This design comes from an exercise in tuning for a short achievable clock period and few clock cycles on the open sky130 flow, not from production work. The RTL was checked by simulation tests, not by an equivalence proof against the original design. Power is estimated from default activity; no workload was simulated.

Setup of v54:
Design top, start of the top module:
module top (
    input         clk,
    input         reset,
    output [31:0] PC,
    input  [31:0] Instr,
    output        MemWrite,
    output [31:0] DataAdr,
    output [31:0] WriteData,
    input  [31:0] ReadData
);
    reg  [31:0] pc_f;
    reg         v_d;
    reg  [31:0] ir_d;
    reg  [31:0] pc8_d, pc4_d;
    reg  [3:0]  ra2_d;               
    reg         aimm_d;              
    reg         bimm_d;              
    reg  [31:0] imm_d;               
    reg         pred_d;
    reg         cross_d;             
    reg         v_e;
    reg  [31:0] a_e, b_e, sd_e;
    reg  [31:0] pc4_e;
    reg  [3:0]  cond_e;
    reg  [3:0]  rd_e;
    reg         dp_e, ld_e, st_e, br_e, s_e, pred_e;
    reg  [1:0]  aluc_e;
    reg         add_e, sub_e, and_e, orr_e;    
    reg         fN, fZ, fC, fV;
    reg         mw_m, ld_m, wr_m;
    reg  [3:0]  rd_m;
    reg  [31:0] adr_m, wd_m;
    reg  [32*15-1:0] rf;              
    assign PC        = pc_f;
    assign MemWrite  = mw_m;
    assign DataAdr   = adr_m;
    assign WriteData = wd_m;
    function [64:0] ks32;
        input [31:0] a, b;
        input        ci;
        reg   [31:0] g, p, gn, pn, c;
        integer k, i;
        begin
            p = a ^ b;
            g = a & b;
  ...
clock: 11.0 ns
lec_check: 0
abc_clock_period_in_ps: 1000
cap_margin: 20
core_margin: 2
core_utilization: 55
place_density: 0.7
setup_slack_margin: 5
slew_margin: 20
standard.sh (not shown) runs the stock make flow with config.mk's settings and CLKGATE_MAP_FILE= SYNTH_SCRIPT=/design/flow/synth_recipe.tcl, a recipe that flattens the netlist after the stock synthesis.
==> flow/flow/run.sh <==
#!/bin/bash
# Own flow: the standard layout (standard.sh) with these changes.
#  - Synthesis maps with a mapping-only ABC script (flow/abc_map.script) and
#    without the full/half adder cells, so the RTL's parallel-prefix adders
#    keep their depth. Registers are untouched by both changes.
#  - The standard synthesis runs first; its netlist gives the names of the
#    few registers that synthesis leaves unnamed (see flow/fast_synth.tcl).
#  - Ports are buffered with buf_4 rather than the smallest buffer (a delay
#    cell that resizing could not swap out), and resizing may swap a cell
#    for one of another footprint.
# Each step's full output: std_synth.log, run_make.log, and ORFS's own logs
# under orfs/logs.
set -uo pipefail
HERE=$(pwd)
MARGIN=${MARGIN:-7.9}
RES=orfs/results/${FLOW_PLATFORM:-sky130hd}/top/base
bash standard.sh synth > std_synth.log 2>&1 || { tail -20 std_synth.log; exit 1; }
cp $RES/1_2_yosys.v std_netlist.v
rm -rf orfs
export FAST_ABC_SCRIPT=$HERE/flow/abc_map.script
export STD_NETLIST=$HERE/std_netlist.v
bash standard.sh SYNTH_SCRIPT=$HERE/flow/fast_synth.tcl ADDER_MAP_FILE= \
    SETUP_SLACK_MARGIN=$MARGIN MATCH_CELL_FOOTPRINT=0 \
    "BUFFER_PORTS_ARGS=-buffer_cell sky130_fd_sc_hd__buf_4" finish > run_make.log 2>&1
st=$?
tail -20 run_make.log
exit $st
==> flow/flow/abc_map.script <==
strash
dch
map -D 1000
topo
buffer -p
upsize -D 1000
Other scripts of this flow, unchanged in this note and not shown: flow/flow/fast_synth.tcl
Testbench counts of v54, summed over its fixed seeds: cycles 40,666.
Input changes introduced in v34 (baseline for comparison: v54):
--- a/flow/flow/run.sh
+++ b/flow/flow/run.sh
@@ -13,5 +13,5 @@
 set -uo pipefail
 HERE=$(pwd)
-MARGIN=${MARGIN:-7.9}
+MARGIN=${MARGIN:-7.6}
 RES=orfs/results/${FLOW_PLATFORM:-sky130hd}/top/base
 bash standard.sh synth > std_synth.log 2>&1 || { tail -20 std_synth.log; exit 1; }
--- a/flow/config.mk
+++ b/flow/config.mk
@@ -9,6 +9,6 @@
 export CAP_MARGIN = 20
 export CORE_MARGIN = 2
-export CORE_UTILIZATION = 55
-export PLACE_DENSITY = 0.7
+export CORE_UTILIZATION = 40
+export PLACE_DENSITY = 0.6
 export SETUP_SLACK_MARGIN = 5
 export SLEW_MARGIN = 20
--- outcome ---
- Comparing relative area change from synthesis to final layout for v34 and v54, the bigger number came from v54.
- Compared with v54, v34 shows clock share of power higher by 1.3 points.
- Summary — actual slew at the worst max-slew pin, v34 relative to v54: higher, by 110 ps.
- v34 vs v54 — total non-filler cell area in the finished layout dropped by a few percent
- Between v34 and v54, it is v34 whose global-route usage is lower, by 12 points.
- Changes observed in v34 relative to v54: met1 track utilization from global routing -12 points; setup slack of the critical path after layout increased 69 ps; total power lower.
- v34 vs v54: worst-case setup slack after placement up
What v8 does differently from v34 at the input level:
--- a/flow/config.mk
+++ b/flow/config.mk
@@ -9,6 +9,6 @@
 export CAP_MARGIN = 20
 export CORE_MARGIN = 2
-export CORE_UTILIZATION = 40
-export PLACE_DENSITY = 0.6
+export CORE_UTILIZATION = 50
+export PLACE_DENSITY = 0.65
 export SETUP_SLACK_MARGIN = 5
 export SLEW_MARGIN = 20
[summary]
Per the final summary, v8 finished and its layout is clean on timing, DRC and antenna. Of v8 and v34, it is v8 that has the higher routing usage on met1. On cell area, v34 and v8 are basically level. Between v34 and v8, the signed area change from the synthesized netlist to the final layout figures differ only marginally.
Input-level comparison between v7 and v8:
==> flow/flow/abc_map.script <==
strash
dch
map -D 1000
topo
buffer -p
upsize -D 1000
dnsize -D 1000
--- a/flow/config.mk
+++ b/flow/config.mk
@@ -9,6 +9,6 @@
 export CAP_MARGIN = 20
 export CORE_MARGIN = 2
-export CORE_UTILIZATION = 50
-export PLACE_DENSITY = 0.65
+export CORE_UTILIZATION = 40
+export PLACE_DENSITY = 0.6
 export SETUP_SLACK_MARGIN = 5
 export SLEW_MARGIN = 20
Findings:
The power share of the clock group of v7 exceeds that of v8 by 1.9 points. Compared with v8, in v7 setup slack of the critical path after layout dropped 57 ps; detailed-route wire length fell about 2%; utilization after layout fell by 8.6 points; pre-CTS setup slack decreased 120 ps. Buffer share of cell area on v7 is down relative to v8.

top again, from the RTL that the note above started with.
==> flow/config.mk <==
export PLATFORM = sky130hd
export DESIGN_NAME = top
export DESIGN_NICKNAME = top
export VERILOG_FILES = /design/flow/design.v
export SDC_FILE = /design/flow/constraint.sdc
export NUM_CORES = 4
export LEC_CHECK = 0
export ABC_CLOCK_PERIOD_IN_PS = 1000
export CAP_MARGIN = 20
export CORE_MARGIN = 2
export CORE_UTILIZATION = 40
export PLACE_DENSITY = 0.6
export SETUP_SLACK_MARGIN = 5
export SLEW_MARGIN = 20
==> flow/constraint.sdc <==
create_clock -name core_clock -period 11.0 [get_ports {clk}]
set_input_delay 2.2000 -clock core_clock [delete_from_list [all_inputs] [get_ports {clk}]]
set_output_delay 2.2000 -clock core_clock [all_outputs]
set_load 0.01 [all_outputs]
==> flow/flow/run.sh <==
#!/bin/bash
# Own flow: the standard layout (standard.sh) with these changes.
#  - Synthesis maps with a mapping-only ABC script (flow/abc_map.script) and
#    without the full/half adder cells, so the RTL's parallel-prefix adders
#    keep their depth. Registers are untouched by both changes.
#  - The standard synthesis runs first; its netlist gives the names of the
#    few registers that synthesis leaves unnamed (see flow/fast_synth.tcl).
#  - Ports are buffered with buf_4 rather than the smallest buffer (a delay
#    cell that resizing could not swap out), and resizing may swap a cell
#    for one of another footprint.
# Each step's full output: std_synth.log, run_make.log, and ORFS's own logs
# under orfs/logs.
set -uo pipefail
HERE=$(pwd)
MARGIN=${MARGIN:-8.0}
RES=orfs/results/${FLOW_PLATFORM:-sky130hd}/top/base
bash standard.sh synth > std_synth.log 2>&1 || { tail -20 std_synth.log; exit 1; }
cp $RES/1_2_yosys.v std_netlist.v
rm -rf orfs
export FAST_ABC_SCRIPT=$HERE/flow/abc_map.script
export STD_NETLIST=$HERE/std_netlist.v
bash standard.sh SYNTH_SCRIPT=$HERE/flow/fast_synth.tcl ADDER_MAP_FILE= \
    SETUP_SLACK_MARGIN=$MARGIN MATCH_CELL_FOOTPRINT=0 \
    "BUFFER_PORTS_ARGS=-buffer_cell sky130_fd_sc_hd__buf_4" finish > run_make.log 2>&1
st=$?
tail -20 run_make.log
exit $st
Other scripts of this flow, unchanged in this note and not shown: flow/flow/abc_map.script, flow/flow/fast_synth.tcl
Testbench counts at the start, summed over its fixed seeds: cycles 40,666.
Change:
--- a/flow/flow/run.sh
+++ b/flow/flow/run.sh
@@ -14,3 +14,3 @@
 HERE=$(pwd)
-MARGIN=${MARGIN:-8.0}
+MARGIN=${MARGIN:-7.6}
 RES=orfs/results/${FLOW_PLATFORM:-sky130hd}/top/base
- GPL_ROUTABILITY_DRIVEN: unset -> 0
Effect: Sequential power decreases by about 0.8%. Routed wire length decreases by 6.5%. Total power decreases by 4.1%. Worst setup slack is better by 0.0077 ns. Global-route usage decreases by 2.5 points. Fmax hardly moves.

port drivers added, routing unchanged:
The results above use ideal ports. As a check the final layouts listed here were re-extracted and re-timed, cells and wires unchanged. Step 1: set_driving_cell puts a clkbuf_16 on clk and a buf_2 on each other input, an assumption about the parent block. Step 2 times the ports against the registers' clock, not the clock port: input delays grow and output delays shrink by t, the midpoint of the rising clock arrivals with the driver on. a / b / c = ideal ports / drivers / drivers and shift; a / b = the first two.
| run | t (ns) | setup WS [ns] | clock arrival spread, ns | worst slew at a driven data input, ns |
|---|---|---|---|---|
| v54 | 0.766 | 7.417 / 7.417 / 6.796 | 0.056 / 0.055 | 0.08 |
| v34 | 0.781 | 7.486 / 7.408 / 6.777 | 0.054 / 0.054 | 0.08 |
| v8 | 0.780 | 7.485 / 7.402 / 6.811 | 0.064 / 0.064 | 0.06 |
| v7 | 0.772 | 7.428 / 7.356 / 6.745 | 0.040 / 0.041 | 0.07 |
| the first run of note 2 | 0.768 | 7.422 / 7.348 / 6.699 | 0.045 / 0.046 | 0.19 |
| the second run of note 2 | 0.779 | 7.429 / 7.425 / 6.696 | 0.030 / 0.030 | 0.07 |
After both steps setup and hold are still met in every run listed. For the second run of note 2, which loses most, drivers alone change the setup slack by -0.004 ns; drivers and shift together by -0.733 ns.
